Context: an optimization exercise on an open-source flow, tuned for small area, a short achievable clock period and few clock cycles per item. The choices shown serve that exercise and are no tape-out recipe. RTL that was checked went through simulation tests only; none was proved equivalent to the original. Only the layout flow was run in runs 2, 5 and 6; the RTL was not checked for function there.

$ cat flow/design.v
module summator(
    input  [7:0]  a1,
    input  [7:0]  b1,
    output [16:0] res0,
    output [16:0] res1
);
    wire t1, t2, t3, t4, t5, t6, t7, t8, t9, t10, t11, t12, t13, t14, t15, t16, t17, t18, t19, t20, t21, t22, t23, t24, t25, t26, t27, t28, t29, t30, t31, t32, t33, t34, t35, t36, t37, t38, t39, t40, t41, t42, t43, t44, t45, t46, t47, t48, t49, t50, t51, t52, t53, t54, t55, t56, t57, t58, t59, t60, t61, t62, t63, t64, t65, t66, t67, t68, t69, t70, t71, t72, t73, t74, t75, t76, t77, t78, t79, t80, t81, t82, t83, t84, t85, t86, t87, t88, t89, t90, t91, t92, t93, t94, t95, t96, t97, t98, t99, t100, t101, t102, t103, t104, t105, t106, t107, t108, t109, t110, t111, t112, t113, t114, t115, t116, t117, t118, t119, t120, t121, t122, t123, t124, t125, t126, t127, t128, t129, t130, t131, t132, t133, t134, t135, t136, t137, t138, t139, t140, t141, t142, t143, t144, t145, t146, t147, t148, t149, t150, t151, t152, t153, t154, t155, t156, t157, t158, t159, t160, t161, t162, t163, t164, t165, t166, t167, t168;
    assign res0 = {t168, t166, t164, t162, t160, t158, t156, t154, t152, t150, t148, t146, t144, t119, t3, 1'b0, t1};
    assign res1 = {1'b0, t167, t165, t163, t161, t159, t157, t155, t153, t151, t149, t147, t145, t143, t4, 1'b0, t2};
    assign t1 = a1[0];
    assign t2 = b1[0];
    assign t3 = (a1[1] & ~a1[0]);
    assign t4 = (b1[1] & ~b1[0]);
    assign t5 = (a1[0] & a1[1]);
    assign t6 = (a1[0] & a1[2]);
    assign t7 = (b1[0] & b1[1]);
    assign t8 = (b1[0] & b1[2]);
    assign t9 = (a1[2] & ~a1[1]);
    assign t10 = (a1[0] & a1[3]);
    assign t11 = (b1[2] & ~b1[1]);
    assign t12 = (b1[0] & b1[3]);
    assign t13 = (a1[1] & a1[2]);
    assign t14 = (a1[0] & a1[4]);
    assign t15 = (a1[1] & a1[3]);
    assign t16 = (b1[1] & b1[2]);
    assign t17 = (b1[0] & b1[4]);
    assign t18 = (b1[1] & b1[3]);
    assign t19 = (a1[3] & ~a1[2]);
    assign t20 = (a1[0] & a1[5]);
    assign t21 = (a1[1] & a1[4]);
    assign t22 = (b1[3] & ~b1[2]);
    assign t23 = (b1[0] & b1[5]);
    assign t24 = (b1[1] & b1[4]);
    assign t25 = (a1[2] & a1[3]);
    assign t26 = (a1[0] & a1[6]);
    assign t27 = (a1[1] & a1[5]);
    assign t28 = (a1[2] & a1[4]);
    assign t29 = (b1[2] & b1[3]);
    assign t30 = (b1[0] & b1[6]);
    assign t31 = (b1[1] & b1[5]);
    assign t32 = (b1[2] & b1[4]);
    assign t33 = (a1[4] & ~a1[3]);
    assign t34 = (a1[0] & a1[7]);
    assign t35 = (a1[1] & a1[6]);
    assign t36 = (a1[2] & a1[5]);
    assign t37 = (b1[4] & ~b1[3]);
    assign t38 = (b1[0] & b1[7]);
    assign t39 = (b1[1] & b1[6]);
    assign t40 = (b1[2] & b1[5]);
    assign t41 = (a1[3] & a1[4]);
    assign t42 = (a1[1] & a1[7]);
    assign t43 = (a1[2] & a1[6]);
    assign t44 = (a1[3] & a1[5]);
    assign t45 = (b1[3] & b1[4]);
    assign t46 = (b1[1] & b1[7]);
    assign t47 = (b1[2] & b1[6]);
    assign t48 = (b1[3] & b1[5]);
    assign t49 = (a1[5] & ~a1[4]);
    assign t50 = (a1[2] & a1[7]);
    assign t51 = (a1[3] & a1[6]);
    assign t52 = (b1[5] & ~b1[4]);
    assign t53 = (b1[2] & b1[7]);
    assign t54 = (b1[3] & b1[6]);
    assign t55 = (a1[4] & a1[5]);
    assign t56 = (a1[3] & a1[7]);
    assign t57 = (a1[4] & a1[6]);
    assign t58 = (b1[4] & b1[5]);
    assign t59 = (b1[3] & b1[7]);
    assign t60 = (b1[4] & b1[6]);
    assign t61 = (a1[6] & ~a1[5]);
    assign t62 = (a1[4] & a1[7]);
    assign t63 = (b1[6] & ~b1[5]);
    assign t64 = (b1[4] & b1[7]);
    assign t65 = (a1[5] & a1[6]);
    assign t66 = (a1[5] & a1[7]);
    assign t67 = (b1[5] & b1[6]);
    assign t68 = (b1[5] & b1[7]);
    assign t69 = (a1[7] & ~a1[6]);
    assign t70 = (b1[7] & ~b1[6]);
    assign t71 = (a1[6] & a1[7]);
    assign t72 = (b1[6] & b1[7]);
    assign t73 = t25 ^ t26 ^ t27;
    assign t74 = (t25 & t26) | (t25 & t27) | (t26 & t27);
    assign t75 = t33 ^ t34 ^ t35;
    assign t76 = (t33 & t34) | (t33 & t35) | (t34 & t35);
    assign t77 = t36 ^ t37;
    assign t78 = t36 & t37;
    assign t79 = t41 ^ t42 ^ t43;
    assign t80 = (t41 & t42) | (t41 & t43) | (t42 & t43);
    assign t81 = t44 ^ t45 ^ t46;
    assign t82 = (t44 & t45) | (t44 & t46) | (t45 & t46);
    assign t83 = t49 ^ t50 ^ t51;
    assign t84 = (t49 & t50) | (t49 & t51) | (t50 & t51);
    assign t85 = t55 ^ t56;
    assign t86 = t55 & t56;
    assign t87 = t13 ^ t14 ^ t15;
    assign t88 = (t13 & t14) | (t13 & t15) | (t14 & t15);
    assign t89 = t19 ^ t20 ^ t21;
    assign t90 = (t19 & t20) | (t19 & t21) | (t20 & t21);
    assign t91 = t22 ^ t23;
    assign t92 = t22 & t23;
    assign t93 = t28 ^ t29 ^ t30;
    assign t94 = (t28 & t29) | (t28 & t30) | (t29 & t30);
    assign t95 = t31 ^ t32 ^ t73;
    assign t96 = (t31 & t32) | (t31 & t73) | (t32 & t73);
    assign t97 = t38 ^ t39 ^ t40;
    assign t98 = (t38 & t39) | (t38 & t40) | (t39 & t40);
    assign t99 = t74 ^ t75 ^ t77;
    assign t100 = (t74 & t75) | (t74 & t77) | (t75 & t77);
    assign t101 = t47 ^ t48 ^ t76;
    assign t102 = (t47 & t48) | (t47 & t76) | (t48 & t76);
    assign t103 = t78 ^ t79 ^ t81;
    assign t104 = (t78 & t79) | (t78 & t81) | (t79 & t81);
    assign t105 = t52 ^ t53 ^ t54;
    assign t106 = (t52 & t53) | (t52 & t54) | (t53 & t54);
    assign t107 = t80 ^ t82 ^ t83;
    assign t108 = (t80 & t82) | (t80 & t83) | (t82 & t83);
    assign t109 = t57 ^ t58 ^ t59;
    assign t110 = (t57 & t58) | (t57 & t59) | (t58 & t59);
    assign t111 = t60 ^ t84 ^ t85;
    assign t112 = (t60 & t84) | (t60 & t85) | (t84 & t85);
    assign t113 = t61 ^ t62 ^ t63;
    assign t114 = (t61 & t62) | (t61 & t63) | (t62 & t63);
    assign t115 = t64 ^ t86;
    assign t116 = t64 & t86;
    assign t117 = t65 ^ t66 ^ t67;
    assign t118 = (t65 & t66) | (t65 & t67) | (t66 & t67);
    assign t119 = t5 ^ t6;
    assign t120 = t5 & t6;
    assign t121 = t9 ^ t10 ^ t11;
    assign t122 = (t9 & t10) | (t9 & t11) | (t10 & t11);
    assign t123 = t16 ^ t17 ^ t18;
    assign t124 = (t16 & t17) | (t16 & t18) | (t17 & t18);
    assign t125 = t24 ^ t88 ^ t89;
    assign t126 = (t24 & t88) | (t24 & t89) | (t88 & t89);
    assign t127 = t90 ^ t92 ^ t93;
    assign t128 = (t90 & t92) | (t90 & t93) | (t92 & t93);
    assign t129 = t94 ^ t96 ^ t97;
    assign t130 = (t94 & t96) | (t94 & t97) | (t96 & t97);
    assign t131 = t98 ^ t100 ^ t101;
    assign t132 = (t98 & t100) | (t98 & t101) | (t100 & t101);
    assign t133 = t102 ^ t104 ^ t105;
    assign t134 = (t102 & t104) | (t102 & t105) | (t104 & t105);
    assign t135 = t106 ^ t108 ^ t109;
    assign t136 = (t106 & t108) | (t106 & t109) | (t108 & t109);
    assign t137 = t110 ^ t112 ^ t113;
    assign t138 = (t110 & t112) | (t110 & t113) | (t112 & t113);
    assign t139 = t68 ^ t114 ^ t116;
    assign t140 = (t68 & t114) | (t68 & t116) | (t114 & t116);
    assign t141 = t69 ^ t70;
    assign t142 = t69 & t70;
    assign t143 = t7 ^ t8;
    assign t144 = t7 & t8;
    assign t145 = t12 ^ t120 ^ t121;
    assign t146 = (t12 & t120) | (t12 & t121) | (t120 & t121);
    assign t147 = t87 ^ t122 ^ t123;
    assign t148 = (t87 & t122) | (t87 & t123) | (t122 & t123);
    assign t149 = t91 ^ t124 ^ t125;
    assign t150 = (t91 & t124) | (t91 & t125) | (t124 & t125);
    assign t151 = t95 ^ t126 ^ t127;
    assign t152 = (t95 & t126) | (t95 & t127) | (t126 & t127);
    assign t153 = t99 ^ t128 ^ t129;
    assign t154 = (t99 & t128) | (t99 & t129) | (t128 & t129);
    assign t155 = t103 ^ t130 ^ t131;
    assign t156 = (t103 & t130) | (t103 & t131) | (t130 & t131);
    assign t157 = t107 ^ t132 ^ t133;
    assign t158 = (t107 & t132) | (t107 & t133) | (t132 & t133);
    assign t159 = t111 ^ t134 ^ t135;
    assign t160 = (t111 & t134) | (t111 & t135) | (t134 & t135);
    assign t161 = t115 ^ t136 ^ t137;
    assign t162 = (t115 & t136) | (t115 & t137) | (t136 & t137);
    assign t163 = t117 ^ t138 ^ t139;
    assign t164 = (t117 & t138) | (t117 & t139) | (t138 & t139);
    assign t165 = t118 ^ t140 ^ t141;
    assign t166 = (t118 & t140) | (t118 & t141) | (t140 & t141);
    assign t167 = t71 ^ t72 ^ t142;
    assign t168 = (t71 & t72) | (t71 & t142) | (t72 & t142);
endmodule
module sqrt #(parameter RW = 4, parameter YW = 3) (
    input  [RW-1:0] rem_i,
    input  [YW-1:0] y_i,
    input  [1:0]    x_i,
    output [RW:0]   rem_o,
    output          bit_o
);
    wire [RW+1:0] r = {rem_i, x_i};
    wire [RW+2:0] t = {1'b0, r} - {{(RW-YW+1){1'b0}}, y_i, 2'b01};
    assign bit_o = ~t[RW+2];
    assign rem_o = bit_o ? t[RW:0] : r[RW:0];
endmodule
module evaluator(
    input clk_i ,
    input rst_i ,
    input [7:0] a_bi ,
    input [7:0] b_bi ,
    input start_i ,
    output ready,
    output busy_o ,
    output reg [8:0] y_bo
);
    reg        busy;
    reg [1:0]  ph;       
    reg [4:0]  top;      
    reg        c12;      
    reg [11:0] nlo;      
    reg [7:0]  rem;      
    wire [16:0] t0, t1;
    summator sq_sum(.a1(a_bi), .b1(b_bi), .res0(t0), .res1(t1));
    wire [12:0] lo_sum = t0[11:0] + t1[11:0];
    always @(posedge clk_i) begin
        top <= t0[16:12] + t1[16:12];
        c12 <= lo_sum[12];
        nlo <= lo_sum[11:0];
    end
    reg  [3:0] yt;
    reg  [4:0] rt;
    localparam [2303:0] ROOT_TABLE = 2304'h110844000b3596c963b3596c963b1586c154b1586c154a9d4aa350a9d4aa350a7d3a9b4ca7d3a9b4ca5d2a9348a5d2a9348a3d1a8b44a3d1a8b44a1d0a8340a1d0a8340994c6612f994c6612f974b6592b974b6592b954a65127954a6512793496492393496492391486411091486411087c3a1b0c87c3a1b0c85c2a130885c2a130883c1a0b0483c1a0b0481c0a030081c0a0300773b5d8eb773b5d8eb753a5d0e7753a5d0e773395c8e373395c8e371385c0cc71385c0cc65b2992c865b2992c863b198ac463b198ac461b0982c061b0982c0552a550a7552a550a75329548a35329548a351285408851285408843a190a8443a190a8441a09028041a09028033194c86333194c86331184c04431184c044219088240219088240110844000;
    always @* {yt, rt} = ROOT_TABLE[{top, c12, nlo[11:10]} * 9 +: 9];
    wire [5:0] ra4; wire b4;
    sqrt #(5, 4) row4(.rem_i(rt), .y_i(yt), .x_i(nlo[9:8]), .rem_o(ra4), .bit_o(b4));
    wire [3:0] xq = ph[0] ? nlo[7:4] : nlo[3:0];
    wire [8:0] rb1; wire bb1;
    wire [9:0] rb2; wire bb2;
    sqrt #(8, 7) rowb1(.rem_i(rem), .y_i(y_bo[6:0]), .x_i(xq[3:2]), .rem_o(rb1), .bit_o(bb1));
    sqrt #(9, 8) rowb2(.rem_i(rb1), .y_i({y_bo[6:0], bb1}), .x_i(xq[1:0]), .rem_o(rb2), .bit_o(bb2));
    assign busy_o = busy;
    assign ready  = ~busy;
    always @(posedge clk_i)
        rem <= (ph == 2'd0) ? {2'b00, ra4} : rb2[7:0];
    always @(posedge clk_i)
        if (rst_i) begin
            busy <= 1'b0;
            ph   <= 2'd0;
            y_bo <= 9'd0;
        end else if (busy) begin
            if (ph == 2'd0)
                y_bo <= {4'd0, yt, b4};
            else
                y_bo <= {y_bo[6:0], bb1, bb2};
            if (ph == 2'd2) begin
                ph   <= 2'd0;
                busy <= 1'b0;
            end else
                ph <= ph + 2'd1;
        end else if (start_i)
            busy <= 1'b1;
endmodule
$ cat flow/run.sh
#!/bin/bash
# synth_recipe.tcl (not shown) runs the flow's synth.tcl, then flattens the netlist and writes it again
# the make line also repeats each setting of config.mk as NAME=value (left out here)
make -C /OpenROAD-flow-scripts/flow DESIGN_CONFIG=/design/flow/config.mk WORK_HOME=/design/flow/orfs CLKGATE_MAP_FILE= SYNTH_SCRIPT=/design/flow/synth_recipe.tcl finish
$ cat flow/config.mk
export PLATFORM = sky130hd
export DESIGN_NAME = evaluator
export DESIGN_NICKNAME = evaluator
export VERILOG_FILES = /design/flow/design.v
export SDC_FILE = /design/flow/constraint.sdc
export NUM_CORES = 4
export LEC_CHECK = 0
export CAP_MARGIN = 20
export CORE_MARGIN = 2
export CORE_UTILIZATION = 40
export SLEW_MARGIN = 20
$ cat flow/constraint.sdc
create_clock -name core_clock -period 4.0 [get_ports {clk_i}]
set_input_delay 0.8000 -clock core_clock [delete_from_list [all_inputs] [get_ports {clk_i}]]
set_output_delay 0.8000 -clock core_clock [all_outputs]
set_load 0.01 [all_outputs]
==> results of run 1 <==
state kept, by name, summed over array words and instances (netlist names):
name,flops
top,5
nlo,12
c12,1
y_bo,9
rem,8
ph,2
busy,1
cell usage in the layout, fill, tap and decap left out, drive strengths merged, types with 7 or more instances in the layout:
master         instances
buf                   81
inv                   74
o21a                   7
clkbuf                12
nand2b                15
a211oi                 9
a31oi                 11
ha                    50
nor3                   8
xor2                  10
o211ai                13
o21ai                 33
clkdlybuf4s50         14
fa                    43
mux2i                 12
nor2b                 18
and2                  41
dfxtp                 38
o22ai                  9
a21o                   9
nand3                 23
a21oi                 53
nor2                  39
xnor2                 15
nand2                 58
worst reg2reg max path: stages (launching register included):
cell and delay (ns):
dfxtp_1 0.40, inv_1 0.10, ha_1 0.34, nor2b_1 0.17, o31a_4 0.31, o21bai_4 0.14, nand2_2 0.13, inv_1 0.13
nand2_1 0.06, o21ai_0 0.08, ha_1 0.27, nor2b_1 0.13, a311o_1 0.33, or3_4 0.38, or4_1 0.48, and3b_1 0.19
path summary, 6_finish.rpt:
| check | startpoint | end | slack (ns) | depth (start not counted) |
|---|---|---|---|---|
| setup reg to reg | y_bo[0] | rem[3] | 0.23 | 15 |
| setup / recovery | a_bi[6] | nlo[11] | 0.12 | 13 |
| hold reg to reg | y_bo[7] | y_bo[7] | 0.47 | 2 |
| hold / removal | y_bo[7] | y_bo[7] | 0.47 | 2 |
per-layer routing:
metal / wire length [um] / share of wire / vias to the layer above / GRT usage
met5: 0 / 0 / - / 0
met4: 255 / 0.018 / 0 / 0.0654
met3: 761 / 0.052 / 25 / 0.0239
met2: 7330 / 0.50 / 173 / 0.357
met1: 6220 / 0.43 / 2489 / 0.255
li1: - / - / 2634 / -
final cells by class:
cell class	count	area, um^2	share of cell area
well taps	180	225	0.0331
clock inverters	1	5.00	0.000737
repair buffers	109	892	0.131
clock buffers	7	143	0.0210
flip-flops and latches	38	766	0.113
inverters	77	289	0.0425
multi-input cells	556	4480	0.659
logic make-up after synthesis:
family / synth area share
flops: 0.136
buf+inv: 0.0806
xor+xnor: 0.0393
fa+ha+maj: 0.267
compound gates: 0.233
mux: 0.0316
simple gates: 0.212
metrics by stage:
step           area [um^2]   util
2_1_floorplan         5600      -
3_3_place_gp          6580  0.479
3_5_place_dp          6580  0.479
4_1_cts               6740  0.491
5_1_grt               6800  0.495
6_report              6800  0.495
timing repair:
action | CTS | global route
buffers inserted | 1 | 0
gates resized for setup | 22 | 40
setup endpoints to repair | 6 | 14
pin swaps | 2 | 14
==> results.toml, run 1 <==
[timing]
fmax_ghz = 0.258
skew_ns = 0.00461
drv_slew = 0
rsz0062_at_grt = "no"
finalSetupTns_ns = 0
post-route-min-period_ns = 3.88
slew_headroom = 0.543
whs_ns = 0.467
tightest_slew_ns = 0.684
report.final.setup_viol = 0
finalHoldViolations = 0
period_share = 0.970
setup_ws_ns = 0.118

[floorplanning]
start_util = 0.406
die_h_um = 122
die-area_mm2 = 0.0149
ios = 30
row_count = 43
die_w_um = 122
core_mm2 = 0.0137

[route]
vias = 5321
wl_um = 14600
wl_per_cell_um = 15.0
avgViaCountPerCell = 5.50
dr.pass1.iters = 7
ant_nets = 0
drcViolationCount = 0
first_iter_violations = 348

[logic_synthesis]
synth_commonest_cells = "74 x inv_1, 57 x nand2_1, 53 x a21oi_1"
netlist.area_leader.share = 0.154
yosys.area.top_type = "fa_1"
async_flop_share = 0
yosysMostFrequentCell = "inv_1"
ys_warn_count = 1
synth.ff_latch_count = 38
syn-cell-area_mm2 = 0.00557
syn_inst = 707
synth_fp_nets = 819
synth.avg_cell_area_um2 = 7.88
synth_edf_count = 0
synth.area.top_cells = "fa_1 15%, dfxtp_1 14%, ha_1 11%"
ys_types = 71
seq_area_frac_synth = 0.136
synth_flop_cell = "dfxtp_1"

[placement]
dp.cells = 959
gp_congestion = 0.921
portBuffers = 29
dp_hpwl_um = 11700
pre_cts_slack_ns = -0.609

[critical_path]
arrival_ns = 4.11
start_kind = "input port"
crit_type = "in -> reg"
critPathTopFamily = "adder cells"
critPathMaxFanout = 5
crit_chain = "buf_4, and2_4, fa_1, inv_2, fa_2, inv_2, fa_1, fa_1, ha_4, a21oi_2, o21ai_2, or4b_4, nand3_2"
cpMostUsedCell = "fa_1"
cp_num_buf_inv = 3
max_stage_delay_ns = 0.56
required_ns = 4.23
endpoint_kind = "flip-flop"
critPathSlowestCell = "fa_1"

[run]
maxCapViolations = 0

[cts]
cts.clk_slew.worst_paths_ns = 0.05
cts_tree = "done"
insertion_delay_ns = 0.29
clock_sinks = 38
h-tree-depth = 2
cts_hold_buffers = 0
clockBufferDepth = 2
cts_inserted_buffers = 5
cts-root-buf = "clkbuf_16"

[layout]
fin_cells = 968
fillers = 1325
syn2layout_area_growth_pct = 21.9
final_nets = 899
drive_gt1_frac = 0.174
n_antenna_cell = 0

[grt]
grt.overflow.total = 0
grt_pass1_vias = 5378
grt_use_total = 0.202
grt_pass1_wl_um = 24600
antenna_found_initial = 0
grt_max_degree = 52

[hold_path]
hp-class = "reg -> reg"

[outcome]
outcome = "complete, no violations"
Testbench counts, summed over its fixed seeds: cycles 6,408, items 1,600.
==> run 2, diff against run 1 <==
--- a/flow/design.v
+++ b/flow/design.v
@@ -213,10 +213,12 @@
         nlo <= lo_sum[11:0];
     end
-    reg  [3:0] yt;
-    reg  [4:0] rt;
-    localparam [2303:0] ROOT_TABLE = 2304'h110844000b3596c963b3596c963b1586c154b1586c154a9d4aa350a9d4aa350a7d3a9b4ca7d3a9b4ca5d2a9348a5d2a9348a3d1a8b44a3d1a8b44a1d0a8340a1d0a8340994c6612f994c6612f974b6592b974b6592b954a65127954a6512793496492393496492391486411091486411087c3a1b0c87c3a1b0c85c2a130885c2a130883c1a0b0483c1a0b0481c0a030081c0a0300773b5d8eb773b5d8eb753a5d0e7753a5d0e773395c8e373395c8e371385c0cc71385c0cc65b2992c865b2992c863b198ac463b198ac461b0982c061b0982c0552a550a7552a550a75329548a35329548a351285408851285408843a190a8443a190a8441a09028041a09028033194c86333194c86331184c04431184c044219088240219088240110844000;
-    always @* {yt, rt} = ROOT_TABLE[{top, c12, nlo[11:10]} * 9 +: 9];
+    reg  [2:0] yt;
+    reg  [3:0] rt;
+    localparam [447:0] ROOT_TABLE = 448'h015ab55ab52a53a74a951a342848911e3c68d162c4890e1c285060c080d9b356ad1a3366c993162c1824488d1a244850a040489112240800;
+    always @* {yt, rt} = ROOT_TABLE[{top, c12} * 7 +: 7];
+    wire [4:0] ra5; wire b5;
     wire [5:0] ra4; wire b4;
-    sqrt #(5, 4) row4(.rem_i(rt), .y_i(yt), .x_i(nlo[9:8]), .rem_o(ra4), .bit_o(b4));
+    sqrt #(4, 3) row5(.rem_i(rt), .y_i(yt), .x_i(nlo[11:10]), .rem_o(ra5), .bit_o(b5));
+    sqrt #(5, 4) row4(.rem_i(ra5), .y_i({yt, b5}), .x_i(nlo[9:8]), .rem_o(ra4), .bit_o(b4));
     wire [3:0] xq = ph[0] ? nlo[7:4] : nlo[3:0];
     wire [8:0] rb1; wire bb1;
@@ -235,5 +237,5 @@
         end else if (busy) begin
             if (ph == 2'd0)
-                y_bo <= {4'd0, yt, b4};
+                y_bo <= {4'd0, yt, b5, b4};
             else
                 y_bo <= {y_bo[6:0], bb1, bb2};
==> run 2 against run 1 <==
- now fails the layout checks on negative setup slack
- critical path type is now reg -> reg
- core utilization is 5.4 points higher
- critical endpoint is now rem[0]
- area after synthesis down 15%
- final cell count decreased by 16%
- die area down 14%
- maximum frequency decreased by 6.6%
- worst setup slack got worse by 0.28 ns
==> results.toml, run 2 <==
[outcome]
outcome = "finished with violations"
violatedChecks = "negative setup slack"

[layout]
seqCellArea_um2 = 771
largest_reg_flops = 12
final_cell_mix = "91 x buf_4, 68 x inv_1, 45 x nand2_1"
reg.largest.list = "nlo (12), y_bo (9), rem (8)"
drive_gt1_frac = 0.252
n_antenna_cell = 0
regMostFlops = "nlo"
final_nets = 784
fillers = 1032
final_util = 0.550
final_common_cell = "buf_4"
multiInputGateArea_mm2 = 0.00393
syn2layout_area_growth_pct = 33.5

[placement]
dp_hpwl_um = 8810
portBuffers = 29
gp_congestion = 0.856

[cts]
cts_hold_buffers = 0
cts_tree = "done"
clock_sinks = 38
cts.clk_slew.worst_paths_ns = 0.06
cts-root-buf = "clkbuf_16"
insertion_delay_ns = 0.28
cts_inserted_buffers = 5
h-tree-depth = 2
clockBufferDepth = 2

[logic_synthesis]
seq_area_frac_synth = 0.160
syn_inst = 556
syn-cell-area_mm2 = 0.00474
ys_warn_count = 1
synth_flop_cell = "dfxtp_1"
ys_types = 67
async_flop_share = 0
yosys.area.top_type = "fa_1"
synth.area.top_cells = "fa_1 18%, dfxtp_1 16%, ha_1 14%"
yosysMostFrequentCell = "inv_1"
synth.avg_cell_area_um2 = 8.53
synth_fp_nets = 670
netlist.area_leader.share = 0.182
synth_commonest_cells = "71 x inv_1, 52 x ha_1, 49 x nand2_1"
synth.ff_latch_count = 38
synth_edf_count = 0

[floorplanning]
core_mm2 = 0.0115
die-area_mm2 = 0.0127
row_count = 39
ios = 30
start_util = 0.412
die_h_um = 113
die_w_um = 113

[hold_path]
hp-class = "reg -> reg"
hold-path-cell-count = 2
hold_end = "y_bo[8]"
hold_start = "y_bo[8]"

[critical_path]
r2r-end = "rem[0]"
cpMostUsedCell = "ha_4"
crit_type = "reg -> reg"
crit_chain = "inv_4, ha_4, mux2_2, a21oi_2, o21ai_1, ha_1, o21a_1, o31a_1, or3_4, mux2_4, ha_4, a21oi_4, o31ai_4, o21ai_2, nand2_2, buf_6, xnor2_2, o211ai_1"
max_stage_delay_ns = 0.42
arrival_ns = 4.35
start_kind = "flip-flop"
critPathMaxFanout = 5
endpoint_kind = "flip-flop"
r2r_cells = 18
ff2ff_setup_slack_ns = -0.16
cp_num_buf_inv = 2
required_ns = 4.19
critPathTopFamily = "compound AO/OA/AOI/OAI gates"
critPathSlowestCell = "or3_4"
r2r_start = "c12"

[timing]
fmax_ghz = 0.241
rsz0062_at_grt = "yes"
period_share = 1.04
tightest_slew_ns = 0.870
slew_headroom = 0.418
drv_slew = 0
finalHoldViolations = 0
setup_ws_ns = -0.157
finalSetupTns_ns = -0.453
report.final.setup_viol = 7
whs_ns = 0.459
post-route-min-period_ns = 4.16
skew_ns = 0.00613

[route]
wl_um = 11600
dr.pass1.iters = 21
wl_per_cell_um = 14.3
drcViolationCount = 0
first_iter_violations = 192
ant_nets = 0
avgViaCountPerCell = 5.28
vias = 4297

[grt]
grt_max_degree = 18
grt_use_total = 0.182
grt.overflow.total = 0
antenna_found_initial = 0
grt_pass1_wl_um = 19200
grt_pass1_vias = 4352

[run]
maxCapViolations = 0
-- run 2: cell types whose count changed after synthesis, sizes merged, moves of 4 or more --
cell,change
buf,-14
nand3,-13
xnor2,+4
a221oi,-5
a211oi,-8
nand2,-9
a21oi,-21
o211ai,-7
o22ai,-8
nor2,-17
nand2b,-9
a31oi,-6
clkbuf,-8
-- run 2: what timing repair did --
action / in CTS / in global routing
endpoints found under the setup margin: 14 / 13
buffers inserted: 25 / 4
cloned: 0 / 0
resized for setup: 50 / 42
pin swaps: 18 / 21
-- run 2: area by class of cell --
| type | count | share of cell area |
|---|---|---|
| Multi-Input combinational cell | 431 | 0.621 |
| Clock inverter | 3 | 0.0109 |
| Tap cell | 143 | 0.0283 |
| Timing Repair Buffer | 121 | 0.154 |
| Sequential cell | 38 | 0.122 |
| Clock buffer | 5 | 0.0198 |
| Inverter | 73 | 0.0441 |
-- run 2: metrics by stage --
step,cell area (um^2),setup slack [ns],instances
finish,6330,-0.157,814
floorplan,4770,0.0615,556
detailed placement,5660,-0.631,778
global placement,5660,-0.535,778
global route,6330,-0.322,814
CTS,6210,-0.0186,810
-- run 2: logic make-up (layout without fill, tap and decap cells) --
kind of cell,count (synthesis),count (layout),share of synthesized area
buffers and inverters,87,202,0.0702
XOR/XNOR,28,28,0.0517
AND/OR/NAND/NOR,170,170,0.187
adder cells (fa/ha/maj),95,95,0.319
AO/OA/AOI/OAI,123,123,0.179
flip-flops,38,38,0.160
multiplexers,15,15,0.0333
-- run 2: routing by layer --
| metal | part of all wire | up-vias | track usage |
|---|---|---|---|
| met5 | 0 | - | 0 |
| met2 | 0.52 | 128 | 0.349 |
| met4 | 0.022 | 0 | 0.0618 |
| met1 | 0.42 | 2039 | 0.208 |
| met3 | 0.046 | 22 | 0.0204 |
| li1 | - | 2108 | - |
-- run 2: worst max-delay path by stage --
stage,startpoint,endpoint,slack [ns],cells past startpoint
global route,c12,rem[0],-0.32,18
floorplan,a_bi[4],nlo[11],0.06,13
global placement,a_bi[4],nlo[11],-0.53,14
finish,c12,rem[0],-0.16,18
detailed placement,a_bi[4],nlo[11],-0.63,14
CTS,c12,rem[4],-0.02,17
-- run 2: worst reg2reg max path: cells and delay by family, from the launching register on --
family                     cells  cell delay, ns
AOI/OAI and AO/OA              8            1.36
xor gates and xnor gates       1            0.12
adders and majority gates      3            0.82
buffers and inverters          2            0.20
DFF                            1            0.37
muxes                          2            0.62
and+or+nand+nor                2            0.57
==> run 3, diff against run 2 <==
--- a/flow/design.v
+++ b/flow/design.v
@@ -205,4 +205,5 @@
     reg [11:0] nlo;      
     reg [7:0]  rem;      
+    reg [3:0]  xq;       
     wire [16:0] t0, t1;
     summator sq_sum(.a1(a_bi), .b1(b_bi), .res0(t0), .res1(t1));
@@ -215,11 +216,14 @@
     reg  [2:0] yt;
     reg  [3:0] rt;
-    localparam [447:0] ROOT_TABLE = 448'h015ab55ab52a53a74a951a342848911e3c68d162c4890e1c285060c080d9b356ad1a3366c993162c1824488d1a244850a040489112240800;
-    always @* {yt, rt} = ROOT_TABLE[{top, c12} * 7 +: 7];
-    wire [4:0] ra5; wire b5;
+    reg        pos, zero;
+    reg  [2:0] e1, e0;
+    localparam [959:0] ROOT_TABLE = 960'h00815a22b445540aa815002a005300a60148029005100a201400280048a391471e6a3cd46918d2316222c4444088810c0218042008401040208040008000da69b4d35916b22d221a4433406680c80190031006200c001800249149228e211c4224044808401080200040004a209441140228040008000040;
+    always @* {yt, rt, pos, zero, e1, e0} = ROOT_TABLE[{top, c12} * 15 +: 15];
+    wire [1:0] n5 = nlo[11:10];
+    wire       b5 = pos | (zero & (n5 != 2'd0));
+    wire [4:0] ra5 = !b5          ? {rt[2:0], n5} :
+                     (n5 != 2'd0) ? {e1, n5 - 2'd1} : {e0, 2'b11};
     wire [5:0] ra4; wire b4;
-    sqrt #(4, 3) row5(.rem_i(rt), .y_i(yt), .x_i(nlo[11:10]), .rem_o(ra5), .bit_o(b5));
     sqrt #(5, 4) row4(.rem_i(ra5), .y_i({yt, b5}), .x_i(nlo[9:8]), .rem_o(ra4), .bit_o(b4));
-    wire [3:0] xq = ph[0] ? nlo[7:4] : nlo[3:0];
     wire [8:0] rb1; wire bb1;
     wire [9:0] rb2; wire bb2;
@@ -228,6 +232,8 @@
     assign busy_o = busy;
     assign ready  = ~busy;
-    always @(posedge clk_i)
+    always @(posedge clk_i) begin
         rem <= (ph == 2'd0) ? {2'b00, ra4} : rb2[7:0];
+        xq  <= (ph == 2'd0) ? nlo[7:4] : nlo[3:0];
+    end
     always @(posedge clk_i)
         if (rst_i) begin
--- a/flow/config.mk
+++ b/flow/config.mk
@@ -9,3 +9,4 @@
 export CORE_MARGIN = 2
 export CORE_UTILIZATION = 40
+export GPL_TIMING_DRIVEN = 0
 export SLEW_MARGIN = 20
==> run 3 against run 2 <==
- now clean on timing, DRC and antenna
- first-iteration DRC count fell by 19%
- worst setup slack improved by 0.31 ns
- maximum frequency rose by 7.9%
- worst hold slack got worse by 0.041 ns
- clock skew rose by 0.0028 ns
- critical path depth fell by 2
- via count fell by 0.65%
- cell area fell by 8.7%
==> results.toml, run 3 <==
[floorplanning]
die-area_mm2 = 0.0132
die_w_um = 115
row_count = 40
die_h_um = 115
start_util = 0.410
ios = 30
core_mm2 = 0.0120

[placement]
dp.cells = 791
pre_cts_slack_ns = -0.799
portBuffers = 26
gp_congestion = 0.883
dp_hpwl_um = 8600

[route]
wl_met3_um = 332
wl_met1_um = 5140
wl_per_cell_um = 13.5
drcViolationCount = 0
ant_nets = 0
met2_length_um = 5110
dr.pass1.iters = 4
top_layer = "met4"
wl_um = 10900
first_iter_violations = 156
avgViaCountPerCell = 5.27
vias = 4269

[timing]
slew_headroom = 0.575
period_share = 0.963
finalHoldViolations = 0
finalSetupTns_ns = 0
skew_ns = 0.00890
drv_slew = 0
post-route-min-period_ns = 3.85
setup_ws_ns = 0.148
report.final.setup_viol = 0
whs_ns = 0.418
fmax_ghz = 0.260
tightest_slew_ns = 0.635

[grt]
grt.overflow.total = 0
grt_max_degree = 16
antenna_found_initial = 0
grt_use_total = 0.172
grt_pass1_wl_um = 18800
grt_pass1_vias = 4119

[cts]
insertion_delay_ns = 0.29
h-tree-depth = 2
clockBufferDepth = 2
cts-root-buf = "clkbuf_16"
cts_inserted_buffers = 5
clock_sinks = 42
cts.clk_slew.worst_paths_ns = 0.06
cts_tree = "done"

[critical_path]
start_kind = "flip-flop"
r2r_start = "top[1]"
max_stage_delay_ns = 0.41
arrival_ns = 4.03
critPathMaxFanout = 10
r2r_cells = 16
ff2ff_setup_slack_ns = 0.15
critPathSlowestCell = "dfxtp_1"
crit_type = "reg -> reg"
endpoint_kind = "flip-flop"
cpMostUsedCell = "a31o_1"
required_ns = 4.18
r2r-end = "rem[2]"
crit_chain = "buf_2, nand2_2, o22ai_1, a21boi_2, a31o_1, nand2_4, mux2i_4, ha_4, a21oi_1, inv_1, a221o_1, a31o_4, a21oi_4, mux2_4, o32a_1, a31o_1"

[hold_path]
hp-class = "reg -> reg"
hold-path-cell-count = 2
hold_end = "xq[3]"
hold_start = "nlo[7]"

[layout]
reg.largest.list = "nlo (12), y_bo (9), rem (8)"
final_nets = 770
regMostFlops = "nlo"
fin_cells = 810
n_antenna_cell = 0
syn2layout_area_growth_pct = 17.3
final_common_cell = "inv_1"
largest_reg_flops = 12
final_util = 0.481
final_cell_mix = "88 x inv_1, 68 x nand2_1, 43 x nor2_1"
drive_gt1_frac = 0.115

[logic_synthesis]
seq_area_frac_synth = 0.171
syn_inst = 618
synth_flop_cell = "dfxtp_1"
synth.ff_latch_count = 42
netlist.area_leader.share = 0.175
ys_warn_count = 1
syn-cell-area_mm2 = 0.00493
synth_edf_count = 0
yosys.area.top_type = "fa_1"
synth.area.top_cells = "fa_1 17%, dfxtp_1 17%, ha_1 12%"
async_flop_share = 0
synth_commonest_cells = "88 x inv_1, 71 x nand2_1, 46 x ha_1"
synth.avg_cell_area_um2 = 7.97
synth_fp_nets = 726
ys_types = 65
yosysMostFrequentCell = "inv_1"

[outcome]
outcome = "complete, no violations"

[run]
maxCapViolations = 0
==> run 3: cell types whose count changed in the layout (fill, tap and decap cells not counted), moves of 8 or more <==
cell | previous run | this run
nand2_1 | 45 | 68
nand2b_1 | 5 | 13
inv_1 | 68 | 88
clkbuf_1 | 0 | 11
nor2_1 | 22 | 43
buf_4 | 91 | 12
==> run 3: how the worst max path moves through the flow <==
stage | from | endpoint | slack, ns | cells after the start
2_1_floorplan | top[0] | rem[2] | 0.05 | 17
6_report | top[1] | rem[2] | 0.15 | 16
5_1_grt | y_bo[0] | rem[3] | -0.04 | 17
3_3_place_gp | y_bo[0] | rem[1] | -0.80 | 19
4_1_cts | y_bo[0] | rem[3] | 0.003 | 17
3_5_place_dp | y_bo[0] | rem[1] | -0.80 | 19
==> run 3: logic make-up (layout without fill, tap and decap cells) <==
kind of cell	count (synthesis)	in the layout	share of synthesized area
AOI/OAI and AO/OA	124	124	0.167
xor gates and xnor gates	26	26	0.0462
adders and majority gates	89	89	0.292
buffers and inverters	112	157	0.0881
DFF	42	42	0.171
muxes	12	12	0.0259
and+or+nand+nor	213	213	0.211
==> run 3: per-layer routing <==
| layer | track usage | up-vias |
|---|---|---|
| met5 | 0 | - |
| li1 | - | 2128 |
| met2 | 0.301 | 94 |
| met1 | 0.223 | 2021 |
| met4 | 0.0498 | 0 |
| met3 | 0.0200 | 26 |
==> run 3: critical path: cells and delay by family, from the launching register on <==
family          cells  cell delay [ns]
fa+ha+maj           1             0.23
buf+inv             2             0.32
mux                 2             0.60
simple gates        2             0.32
compound gates      9             1.85
flops               1             0.41
==> run 3: final cells by class <==
type / count / area (um^2)
Multi-Input combinational cell: 464 / 3830
Tap cell: 147 / 184
Sequential cell: 42 / 843
Clock inverter: 3 / 23.8
Fill cell: 1195 / 6230
Buffer: 21 / 104
Inverter: 91 / 347
Timing Repair Buffer: 37 / 317
Clock buffer: 5 / 125
==> run 3: through the flow <==
step                area, um^2
finish                    5780
detailed placement        5370
global route              5780
global placement          5370
floorplan                 4930
CTS                       5640
==> run 3: timing repair <==
action | 4_1_cts | 5_1_grt
gates resized for setup | 37 | 37
pin swaps | 3 | 5
hold buffers | 0 | 0
gates cloned | 0 | 0
hold endpoints to repair | 0 | 0
buffers inserted | 2 | 9
endpoints found under the setup margin | 14 | 13
Testbench counts of run 3, summed over its fixed seeds: cycles 6,408, items 1,600.
==> run 4, diff against run 3 <==
--- a/flow/config.mk
+++ b/flow/config.mk
@@ -9,4 +9,3 @@
 export CORE_MARGIN = 2
 export CORE_UTILIZATION = 40
-export GPL_TIMING_DRIVEN = 0
 export SLEW_MARGIN = 20
==> run 4 against run 3 <==
- still clean on timing, DRC and antenna
- worst setup slack got worse by 0.010 ns
- critical path depth decreased by 2
- sequential share of layout area decreased by 0.95 points
==> results.toml, run 4 <==
[logic_synthesis]
netlist.area_leader.share = 0.175
ys_types = 65
synth_flop_cell = "dfxtp_1"
synth_fp_nets = 726
synth.ff_latch_count = 42
synth_edf_count = 0
synth.avg_cell_area_um2 = 7.97
synth.area.top_cells = "fa_1 17%, dfxtp_1 17%, ha_1 12%"
yosys.area.top_type = "fa_1"
syn-cell-area_mm2 = 0.00493
async_flop_share = 0
yosysMostFrequentCell = "inv_1"
synth_commonest_cells = "88 x inv_1, 71 x nand2_1, 46 x ha_1"
ys_warn_count = 1
seq_area_frac_synth = 0.171
syn_inst = 618

[critical_path]
ff2ff_setup_slack_ns = 0.14
required_ns = 4.24
endpoint_kind = "flip-flop"
start_kind = "flip-flop"
arrival_ns = 4.10
critPathMaxFanout = 13
crit_type = "reg -> reg"

[floorplanning]
die_h_um = 115
ios = 30
die-area_mm2 = 0.0132
row_count = 40
core_mm2 = 0.0120
start_util = 0.410
die_w_um = 115

[layout]
seqCellArea_um2 = 843
final_common_cell = "inv_1"
syn2layout_area_growth_pct = 25.5
drive_gt1_frac = 0.173
final_nets = 824
regMostFlops = "nlo"
multiInputGateArea_mm2 = 0.00375
fillers = 1150
n_antenna_cell = 0
final_area_mm2 = 0.00618
largest_reg_flops = 12
reg.largest.list = "nlo (12), y_bo (9), rem (8)"
fin_cells = 864
final_cell_mix = "87 x inv_1, 83 x buf_4, 71 x nand2_1"

[grt]
grt_use_total = 0.177
antenna_found_initial = 0
grt_pass1_vias = 4363
met3_usage = 0.0169
use_met1 = 0.221
grt.overflow.total = 0
grt_use_met2 = 0.328
grt-busiest-layer = "met2"
grt_pass1_wl_um = 19300
grt_max_degree = 25

[cts]
cts.clk_slew.worst_paths_ns = 0.06
h-tree-depth = 2
clock_sinks = 42
cts-root-buf = "clkbuf_16"
clockBufferDepth = 2
insertion_delay_ns = 0.29
cts_inserted_buffers = 5
cts_tree = "done"

[placement]
dp_hpwl_um = 9180
portBuffers = 29
pre_cts_slack_ns = -0.442
dpl-instance-area_mm2 = 0.00592
dp.cells = 855
gp_congestion = 0.884

[timing]
report.final.setup_viol = 0
period_share = 0.965
tightest_slew_ns = 0.593
finalHoldViolations = 0
post-route-min-period_ns = 3.86
skew_ns = 0.00651
drv_slew = 0
fmax_ghz = 0.259
setup_ws_ns = 0.138
slew_headroom = 0.604
finalSetupTns_ns = 0

[route]
avgViaCountPerCell = 5.06
vias = 4369
drcViolationCount = 0
ant_nets = 0
dr.pass1.iters = 4
wl_per_cell_um = 12.9
wl_um = 11100
first_iter_violations = 207

[run]
maxCapViolations = 0

[hold_path]
hp-class = "reg -> reg"

[outcome]
outcome = "complete, no violations"
run 4: cell counts after synthesis:
No cell type changed its count.
run 4: worst max-delay path, cell delays in order (launching register included):
cell      delay [ns]
dfxtp_2         0.50
nand2b_1        0.15
a32o_1          0.28
a2111o_1        0.44
nand2_1         0.11
nand2_1         0.09
buf_4           0.18
mux2i_1         0.22
ha_1            0.32
a221o_1         0.34
a31o_1          0.21
buf_4           0.14
a21o_2          0.20
a221oi_1        0.45
o21a_1          0.17
run 4: routing by layer:
metal	vias up	share of wire
li1	2242	-
met1	2036	0.45
met2	83	0.50
met3	8	0.030
met4	0	0.011
met5	-	0
run 4: cell type report:
cell class                      instances  area share
Clock buffer                            6      0.0208
Timing Repair Buffer                  112       0.146
Multi-Input combinational cell        464       0.606
Tap cell                              147      0.0298
Inverter                               91      0.0553
Clock inverter                          2     0.00607
Sequential cell                        42       0.136
run 4: path summary, 6_finish.rpt:
path,cells past startpoint,endpoint,startpoint
max reg2reg,14,rem[5],top[4]
min reg2reg,2,xq[0],nlo[4]
max,14,rem[5],top[4]
min,2,xq[0],nlo[4]
run 4: logic make-up (layout without fill, tap and decap cells):
logic type	count (synthesis)	after routing	synth area share
adder cells (fa/ha/maj)	89	89	0.292
AND/OR/NAND/NOR	213	213	0.211
AO/OA/AOI/OAI	124	124	0.167
multiplexers	12	12	0.0259
flip-flops	42	42	0.171
buffers and inverters	112	211	0.0881
XOR/XNOR	26	26	0.0462
run 4: through the flow:
step                 util  hold slack [ns]
global placement    0.493            0.402
detailed placement  0.493            0.401
finish              0.515            0.414
global route        0.515            0.438
CTS                 0.507            0.417
floorplan               -            0.392
run 4: timing repair:
action | CTS | global route
pin swaps | 6 | 4
buffers inserted | 0 | 1
endpoints found under the setup margin | 5 | 13
cloned | 0 | 0
hold buffers | 0 | 0
resized for setup | 15 | 22
==> run 5, diff against run 4 <==
--- a/flow/design.v
+++ b/flow/design.v
@@ -199,9 +199,10 @@
     output reg [8:0] y_bo
 );
-    reg        busy;
-    reg [1:0]  ph;       
+    reg [1:0]  st;       
+    wire       busy = (st != 2'd0);
+    wire       p1   = (st == 2'd1);
     reg [4:0]  top;      
     reg        c12;      
-    reg [11:0] nlo;      
+    reg [11:8] nlo;      
     reg [7:0]  rem;      
     reg [3:0]  xq;       
@@ -212,5 +213,5 @@
         top <= t0[16:12] + t1[16:12];
         c12 <= lo_sum[12];
-        nlo <= lo_sum[11:0];
+        nlo <= lo_sum[11:8];
     end
     reg  [2:0] yt;
@@ -233,23 +234,18 @@
     assign ready  = ~busy;
     always @(posedge clk_i) begin
-        rem <= (ph == 2'd0) ? {2'b00, ra4} : rb2[7:0];
-        xq  <= (ph == 2'd0) ? nlo[7:4] : nlo[3:0];
+        rem <= p1 ? {2'b00, ra4} : rb2[7:0];
+        xq  <= p1 ? lo_sum[7:4] : lo_sum[3:0];
     end
     always @(posedge clk_i)
         if (rst_i) begin
-            busy <= 1'b0;
-            ph   <= 2'd0;
+            st   <= 2'd0;
             y_bo <= 9'd0;
         end else if (busy) begin
-            if (ph == 2'd0)
-                y_bo <= {4'd0, yt, b5, b4};
+            if (p1)
+                y_bo <= {3'd0, yt, b5, b4};
             else
                 y_bo <= {y_bo[6:0], bb1, bb2};
-            if (ph == 2'd2) begin
-                ph   <= 2'd0;
-                busy <= 1'b0;
-            end else
-                ph <= ph + 2'd1;
+            st <= st + 2'd1;
         end else if (start_i)
-            busy <= 1'b1;
+            st <= 2'd1;
 endmodule
==> run 5 against run 4 <==
- still clean
- clock-buffer cell count grew 2
- routed wire length up 0.81%
- die area down 0.46%
- sequential share of layout area is 2.8 points lower
- first-iteration DRC count shrank 28%
- register-to-register slack gained 0.03 ns
- clock skew shrank 0.0044 ns
- flip-flop and latch count decreased by 9
- largest cell class unchanged
- highest routed layer unchanged
==> results.toml, run 5 <==
[outcome]
outcome = "complete, no violations"

[route]
wl_um = 11200
vias = 4310
dr.pass1.iters = 4
first_iter_violations = 150
wl_per_cell_um = 13.5
ant_nets = 0
avgViaCountPerCell = 5.18
drcViolationCount = 0

[layout]
seqCellArea_um2 = 663
drive_gt1_frac = 0.191
final_area_mm2 = 0.00614
final_util = 0.511
syn2layout_area_growth_pct = 25.3
final_common_cell = "inv_1"
largest_reg_flops = 9
n_antenna_cell = 0
final_cell_mix = "80 x inv_1, 70 x buf_4, 46 x nand2_1"
fillers = 1130
multiInputGateArea_mm2 = 0.00402
regMostFlops = "y_bo"
final_nets = 794
fin_cells = 832
reg.largest.list = "y_bo (9), rem (8), top (5)"

[logic_synthesis]
synth.ff_latch_count = 33
ys_types = 64
synth.area.top_cells = "fa_1 18%, dfxtp_1 13%, ha_1 12%"
synth_fp_nets = 706
yosys.area.top_type = "fa_1"
yosysMostFrequentCell = "inv_1"
ys_warn_count = 1
netlist.area_leader.share = 0.176
syn-cell-area_mm2 = 0.00490
synth_commonest_cells = "84 x inv_1, 48 x ha_1, 46 x nand2_1"
synth_flop_cell = "dfxtp_1"
async_flop_share = 0
synth.avg_cell_area_um2 = 8.23
seq_area_frac_synth = 0.135
syn_inst = 596
synth_edf_count = 0

[timing]
drv_slew = 0
slew_headroom = 0.614
finalSetupTns_ns = 0
finalHoldViolations = 0
fmax_ghz = 0.257
report.final.setup_viol = 0
period_share = 0.973
whs_ns = 0.488
tightest_slew_ns = 0.574
post-route-min-period_ns = 3.89
skew_ns = 0.00215

[floorplanning]
die-area_mm2 = 0.0132
ios = 30
start_util = 0.408
die_h_um = 115
die_w_um = 115
row_count = 40
core_mm2 = 0.0120

[cts]
insertion_delay_ns = 0.28
h-tree-depth = 2
clock_sinks = 33
cts-root-buf = "clkbuf_16"
cts_tree = "done"
cts_hold_buffers = 0
clockBufferDepth = 2
cts_inserted_buffers = 5
cts.clk_slew.worst_paths_ns = 0.05

[critical_path]
required_ns = 4.15
crit_chain = "clkdlybuf4s50_1, and2_4, fa_1, fa_1, inv_1, fa_1, fa_1, inv_2, ha_4, nand2b_1, nor3_1, a2111oi_4, o211ai_1"
cpMostUsedCell = "fa_1"
cp_num_buf_inv = 3
max_stage_delay_ns = 0.46
endpoint_kind = "flip-flop"
critPathSlowestCell = "fa_1"
start_kind = "input port"
critPathMaxFanout = 4
critPathTopFamily = "adder cells"
arrival_ns = 4.04
crit_type = "in -> reg"

[grt]
grt.overflow.total = 0
grt_pass1_wl_um = 18900
grt_pass1_vias = 4318
grt_use_total = 0.173
grt_max_degree = 29
antenna_found_initial = 0

[placement]
gp_congestion = 0.845
portBuffers = 29
dp.cells = 812
dp_hpwl_um = 8940
dpl-instance-area_mm2 = 0.00575

[hold_path]
hp-class = "reg -> reg"

[run]
maxCapViolations = 0
## run 5: cell count changes after synthesis, sizes merged, moves of 6 or more
cell and change:
nor2 -6, a21o +7, a21oi -8, mux2 +6, dfxtp -9, nand3 -6, nand2 -25
## run 5: cell type report
| type | instances | share of cell area |
|---|---|---|
| multi-input combinational | 458 | 0.654 |
| timing repair buffer | 102 | 0.135 |
| sequential | 33 | 0.108 |
| inverter | 84 | 0.0513 |
| tap | 147 | 0.0299 |
| clock buffer | 8 | 0.0222 |
## run 5: worst min-delay path, stage by stage, from the launching register on
cell	delay, ns
dfxtp_1	0.32
a21oi_1	0.06
nor2_1	0.07
## run 5: repair_timing
item / CTS / global route
pin swaps: 4 / 14
endpoints found under the setup margin: 6 / 12
gates resized for setup: 14 / 46
buffers inserted: 0 / 11
gates cloned: 0 / 1
## run 5: cell families (layout without fill, tap and decap cells)
family	count (synthesis)	after routing	synth area share
AO/OA/AOI/OAI	124	124	0.180
buffers and inverters	105	194	0.0852
adder cells (fa/ha/maj)	91	91	0.298
flip-flops	33	33	0.135
XOR/XNOR	24	24	0.0429
multiplexers	21	21	0.0467
AND/OR/NAND/NOR	198	198	0.213
## run 5: final timing paths
check / startpoint / to / slack, ns / cells past startpoint
worst max register to register: top[0] / rem[2] / 0.17 / 16
worst min-delay path: y_bo[7] / y_bo[7] / 0.49 / 2
worst max-delay path: b_bi[3] / nlo[11] / 0.11 / 13
worst min register to register: y_bo[7] / y_bo[7] / 0.49 / 2
## run 5: layer usage
layer,global-route usage,share of wire
met1,0.207,0.44
met2,0.321,0.51
met4,0.0538,0.022
met3,0.0201,0.032
met5,0,0
## run 5: stage by stage
step,worst slack (ns)
global placement,-0.430
global route,-0.0206
floorplan,0.0316
CTS,0.0173
detailed placement,-0.505
finish,0.107
==> run 6, diff against run 5 <==
--- a/flow/design.v
+++ b/flow/design.v
@@ -2,10 +2,9 @@
     input  [7:0]  a1,
     input  [7:0]  b1,
-    output [16:0] res0,
     output [16:0] res1
 );
     wire t1, t2, t3, t4, t5, t6, t7, t8, t9, t10, t11, t12, t13, t14, t15, t16, t17, t18, t19, t20, t21, t22, t23, t24, t25, t26, t27, t28, t29, t30, t31, t32, t33, t34, t35, t36, t37, t38, t39, t40, t41, t42, t43, t44, t45, t46, t47, t48, t49, t50, t51, t52, t53, t54, t55, t56, t57, t58, t59, t60, t61, t62, t63, t64, t65, t66, t67, t68, t69, t70, t71, t72, t73, t74, t75, t76, t77, t78, t79, t80, t81, t82, t83, t84, t85, t86, t87, t88, t89, t90, t91, t92, t93, t94, t95, t96, t97, t98, t99, t100, t101, t102, t103, t104, t105, t106, t107, t108, t109, t110, t111, t112, t113, t114, t115, t116, t117, t118, t119, t120, t121, t122, t123, t124, t125, t126, t127, t128, t129, t130, t131, t132, t133, t134, t135, t136, t137, t138, t139, t140, t141, t142, t143, t144, t145, t146, t147, t148, t149, t150, t151, t152, t153, t154, t155, t156, t157, t158, t159, t160, t161, t162, t163, t164, t165, t166, t167, t168;
-    assign res0 = {t168, t166, t164, t162, t160, t158, t156, t154, t152, t150, t148, t146, t144, t119, t3, 1'b0, t1};
-    assign res1 = {1'b0, t167, t165, t163, t161, t159, t157, t155, t153, t151, t149, t147, t145, t143, t4, 1'b0, t2};
+    wire [16:0] r0 = {t168, t166, t164, t162, t160, t158, t156, t154, t152, t150, t148, t146, t144, t119, t3, 1'b0, t1};
+    wire [16:0] r1 = {1'b0, t167, t165, t163, t161, t159, t157, t155, t153, t151, t149, t147, t145, t143, t4, 1'b0, t2};
     assign t1 = a1[0];
     assign t2 = b1[0];
@@ -176,4 +175,5 @@
     assign t167 = t71 ^ t72 ^ t142;
     assign t168 = (t71 & t72) | (t71 & t142) | (t72 & t142);
+    assign res1 = r0 + r1;
 endmodule
 module sqrt #(parameter RW = 4, parameter YW = 3) (
@@ -199,53 +199,48 @@
     output reg [8:0] y_bo
 );
-    reg [1:0]  st;       
-    wire       busy = (st != 2'd0);
-    wire       p1   = (st == 2'd1);
-    reg [4:0]  top;      
-    reg        c12;      
-    reg [11:8] nlo;      
+    reg        busy;
+    reg [1:0]  ph;       
+    reg [16:0] x;        
     reg [7:0]  rem;      
-    reg [3:0]  xq;       
-    wire [16:0] t0, t1;
-    summator sq_sum(.a1(a_bi), .b1(b_bi), .res0(t0), .res1(t1));
-    wire [12:0] lo_sum = t0[11:0] + t1[11:0];
-    always @(posedge clk_i) begin
-        top <= t0[16:12] + t1[16:12];
-        c12 <= lo_sum[12];
-        nlo <= lo_sum[11:8];
+    wire [16:0] n;
+    summator sq_sum(.a1(a_bi), .b1(b_bi), .res1(n));
+    reg [2:0] yt;
+    reg [3:0] rt;
+    always @* begin
+        if      (x[16:12] >= 5'd25) yt = 3'd5;
+        else if (x[16:12] >= 5'd16) yt = 3'd4;
+        else if (x[16:12] >= 5'd9)  yt = 3'd3;
+        else if (x[16:12] >= 5'd4)  yt = 3'd2;
+        else if (x[16:12] >= 5'd1)  yt = 3'd1;
+        else                        yt = 3'd0;
+        rt = x[16:12] - yt * yt;
     end
-    reg  [2:0] yt;
-    reg  [3:0] rt;
-    reg        pos, zero;
-    reg  [2:0] e1, e0;
-    localparam [959:0] ROOT_TABLE = 960'h00815a22b445540aa815002a005300a60148029005100a201400280048a391471e6a3cd46918d2316222c4444088810c0218042008401040208040008000da69b4d35916b22d221a4433406680c80190031006200c001800249149228e211c4224044808401080200040004a209441140228040008000040;
-    always @* {yt, rt, pos, zero, e1, e0} = ROOT_TABLE[{top, c12} * 15 +: 15];
-    wire [1:0] n5 = nlo[11:10];
-    wire       b5 = pos | (zero & (n5 != 2'd0));
-    wire [4:0] ra5 = !b5          ? {rt[2:0], n5} :
-                     (n5 != 2'd0) ? {e1, n5 - 2'd1} : {e0, 2'b11};
-    wire [5:0] ra4; wire b4;
-    sqrt #(5, 4) row4(.rem_i(ra5), .y_i({yt, b5}), .x_i(nlo[9:8]), .rem_o(ra4), .bit_o(b4));
-    wire [8:0] rb1; wire bb1;
-    wire [9:0] rb2; wire bb2;
-    sqrt #(8, 7) rowb1(.rem_i(rem), .y_i(y_bo[6:0]), .x_i(xq[3:2]), .rem_o(rb1), .bit_o(bb1));
-    sqrt #(9, 8) rowb2(.rem_i(rb1), .y_i({y_bo[6:0], bb1}), .x_i(xq[1:0]), .rem_o(rb2), .bit_o(bb2));
+    wire       p0 = (ph == 2'd0);
+    wire [7:0] rem_in = p0 ? {4'd0, rt} : rem;
+    wire [6:0] y_in   = p0 ? {4'd0, yt} : y_bo[6:0];
+    wire [3:0] x_in   = p0 ? x[11:8] : (ph == 2'd1) ? x[7:4] : x[3:0];
+    wire [8:0] r1; wire b1;
+    wire [9:0] r2; wire b2;
+    sqrt #(8, 7) row1(.rem_i(rem_in), .y_i(y_in), .x_i(x_in[3:2]), .rem_o(r1), .bit_o(b1));
+    sqrt #(9, 8) row2(.rem_i(r1), .y_i({y_in, b1}), .x_i(x_in[1:0]), .rem_o(r2), .bit_o(b2));
     assign busy_o = busy;
     assign ready  = ~busy;
     always @(posedge clk_i) begin
-        rem <= p1 ? {2'b00, ra4} : rb2[7:0];
-        xq  <= p1 ? lo_sum[7:4] : lo_sum[3:0];
+        x   <= n;
+        rem <= r2[7:0];
     end
     always @(posedge clk_i)
         if (rst_i) begin
-            st   <= 2'd0;
+            busy <= 1'b0;
+            ph   <= 2'd0;
             y_bo <= 9'd0;
         end else if (busy) begin
-            if (p1)
-                y_bo <= {3'd0, yt, b5, b4};
-            else
-                y_bo <= {y_bo[6:0], bb1, bb2};
-            st <= st + 2'd1;
+            y_bo <= {y_in, b1, b2};
+            if (ph == 2'd2) begin
+                ph   <= 2'd0;
+                busy <= 1'b0;
+            end else
+                ph <= ph + 2'd1;
         end else if (start_i)
-            st <= 2'd1;
+            busy <= 1'b1;
 endmodule
==> run 6 against run 5 <==
- the layout now fails its checks (negative setup slack)
- final cell count shrank 4.3%
- register-to-register slack lost 0.82 ns
- critical path type is now reg -> reg
- highest routed layer unchanged
==> results.toml, run 6 <==
[outcome]
outcome = "finished with violations"
violatedChecks = "negative setup slack"

[timing]
skew_ns = 0.00440
drv_slew = 0
setup_ws_ns = -0.645
slew_headroom = 0.636
rsz0062_at_grt = "yes"
tightest_slew_ns = 0.545
post-route-min-period_ns = 4.65
finalHoldViolations = 0
whs_ns = 0.468
period_share = 1.16
report.final.setup_viol = 13
fmax_ghz = 0.215

[placement]
portBuffers = 29
dp_hpwl_um = 8440
gp_congestion = 0.807
pre_cts_slack_ns = -0.960

[cts]
clockBufferDepth = 2
cts_tree = "done"
cts_hold_buffers = 0
cts_inserted_buffers = 5
h-tree-depth = 2
cts-root-buf = "clkbuf_8"
clock_sinks = 37
cts.clk_slew.worst_paths_ns = 0.07
insertion_delay_ns = 0.29

[floorplanning]
ios = 30
die-area_mm2 = 0.0118
start_util = 0.407
die_w_um = 109
core_mm2 = 0.0107
row_count = 38
die_h_um = 109

[critical_path]
critPathMaxFanout = 6
arrival_ns = 4.83
crit_type = "reg -> reg"
required_ns = 4.18
endpoint_kind = "flip-flop"
start_kind = "flip-flop"

[layout]
final_util = 0.576
n_antenna_cell = 0
largest_reg_flops = 17
final_common_cell = "buf_4"
fillers = 968
reg.largest.list = "x (17), y_bo (9), rem (8)"
syn2layout_area_growth_pct = 41.5
drive_gt1_frac = 0.332
regMostFlops = "x"
final_nets = 759
final_cell_mix = "115 x buf_4, 69 x inv_1, 42 x nand2_1"

[logic_synthesis]
synth_edf_count = 0
seq_area_frac_synth = 0.169
synth_flop_cell = "dfxtp_1"
ys_warn_count = 1
yosysMostFrequentCell = "inv_1"
synth.avg_cell_area_um2 = 8.58
async_flop_share = 0
synth_commonest_cells = "77 x inv_1, 46 x nand2_1, 45 x and2_1"
synth.ff_latch_count = 37
syn_inst = 510
syn-cell-area_mm2 = 0.00437
synth.area.top_cells = "fa_1 19%, dfxtp_1 17%, ha_1 12%"
netlist.area_leader.share = 0.192
ys_types = 55
synth_fp_nets = 614
yosys.area.top_type = "fa_1"

[run]
maxCapViolations = 0

[route]
drcViolationCount = 0
dr.pass1.iters = 4
vias = 3886
ant_nets = 0
avgViaCountPerCell = 4.88
first_iter_violations = 144
wl_per_cell_um = 12.8
wl_um = 10200

[grt]
grt_use_total = 0.176
grt_use_met2 = 0.367
grt_pass1_wl_um = 16700
use_met1 = 0.180
grt.overflow.total = 0
grt_pass1_vias = 3983
met3_usage = 0.0151
antenna_found_initial = 0
grt_max_degree = 18
grt-busiest-layer = "met2"

[hold_path]
hp-class = "reg -> reg"
-- run 6: cell count changes after synthesis, sizes merged, moves of 6 or more --
cell | previous run | this run
a21o | 16 | 10
a21oi | 28 | 21
and2 | 37 | 45
buf | 12 | 4
inv | 84 | 77
nand2b | 16 | 5
nor2 | 37 | 25
nor3 | 15 | 6
xnor2 | 15 | 21
-- run 6: final cells by class --
class                   count  area [um^2]  area share
clock buffers               6         82.6      0.0133
clock inverters             2         36.3     0.00586
inverters                  79          297      0.0479
multi-input cells         384         3630       0.586
flip-flops and latches     37          756       0.122
well taps                 140          175      0.0283
repair buffers            148         1210       0.196
-- run 6: critical path, cell delays in order, from the launching register on --
cell      delay [ns]
dfxtp_4         0.37
nor2_4          0.11
nor2_1          0.04
ha_1            0.28
inv_2           0.04
ha_4            0.17
nor4bb_4        0.29
nor3_2          0.08
xnor2_1         0.20
o21ai_2         0.12
ha_4            0.18
a221oi_4        0.30
a31oi_4         0.15
nor2_4          0.23
mux2i_2         0.28
ha_1            0.28
and3_4          0.16
a32o_1          0.21
o31a_1          0.33
a211o_4         0.39
mux2_4          0.31
-- run 6: final timing paths --
kind           start       to  slack (ns)  depth (start not counted)
min          y_bo[8]  y_bo[8]        0.47                          2
max reg2reg    x[14]   rem[5]       -0.65                         20
min reg2reg  y_bo[8]  y_bo[8]        0.47                          2
max            x[14]   rem[5]       -0.65                         20
-- run 6: what timing repair did --
item                       in CTS  in global routing
hold endpoints to repair        0                  0
buffers inserted               10                  6
gates resized for setup       105                 17
pin swaps                      39                 34
setup endpoints to repair      18                 15
-- run 6: cells by family (layout without fill, tap and decap cells) --
family | Yosys count | after routing | synth area share
xor+xnor | 29 | 29 | 0.0581
buf+inv | 89 | 235 | 0.0801
flops | 37 | 37 | 0.169
simple gates | 173 | 173 | 0.209
mux | 16 | 16 | 0.0495
compound gates | 81 | 81 | 0.119
fa+ha+maj | 85 | 85 | 0.315
-- run 6: per-stage QoR --
step / instances / setup TNS [ns] / cell area (um^2)
floorplan: 510 / -4.85 / 4540
global placement: 772 / -12.32 / 5720
detailed placement: 772 / -13.36 / 5720
CTS: 790 / -5.35 / 6070
global route: 796 / -8.70 / 6190
finish: 796 / -5.88 / 6190
-- run 6: routing by layer --
metal / vias to the layer above / routed length (um)
li1: 1951 / -
met1: 1860 / 3950
met2: 56 / 5780
met3: 19 / 209
met4: 0 / 229
met5: - / 0

what the ideal ports hide:
How much do the figures lean on ideal ports? The routed layouts below were timed once more, with nothing changed but the port constraints. Step 1 sets driving cells, clkbuf_16 on the clock port and buf_2 on the other inputs (assumed; they add their load-dependent delay and slew). Step 2 also shifts input and output timing later by t, the mid clock arrival at the registers, as if the neighbouring blocks saw the same clock. a / b / c = no drivers / after step 1 / after step 2; a / b = the first two.
| run | t, ns | setup slack, ns | latest minus earliest clock arrival (ns) | slew at the worst register clock pin (ns) | worst data-port slew with drivers (ns) |
|---|---|---|---|---|---|
| run 1 | 0.321 | 0.118 / 0.133 / -0.188 | 0.004 / 0.004 | 0.05 / 0.05 | 0.04 |
| run 2 | 0.316 | -0.157 / -0.157 / -0.157 | 0.006 / 0.007 | 0.06 / 0.06 | 0.03 |
| run 3 | 0.324 | 0.148 / 0.148 / -0.150 | 0.009 / 0.009 | 0.07 / 0.07 | 0.03 |
| run 4 | 0.321 | 0.138 / 0.138 / -0.121 | 0.007 / 0.006 | 0.06 / 0.06 | 0.03 |
| run 5 | 0.313 | 0.107 / 0.121 / -0.192 | 0.002 / 0.002 | 0.05 / 0.05 | 0.03 |
| run 6 | 0.318 | -0.645 / -0.645 / -0.645 | 0.004 / 0.004 | 0.07 / 0.07 | 0.05 |
With both steps, setup timing fails in run 1, run 3, run 4 and run 5, where it was met with ideal ports. For run 1, which loses most, drivers alone change the setup slack by +0.015 ns; drivers and shift together by -0.306 ns.
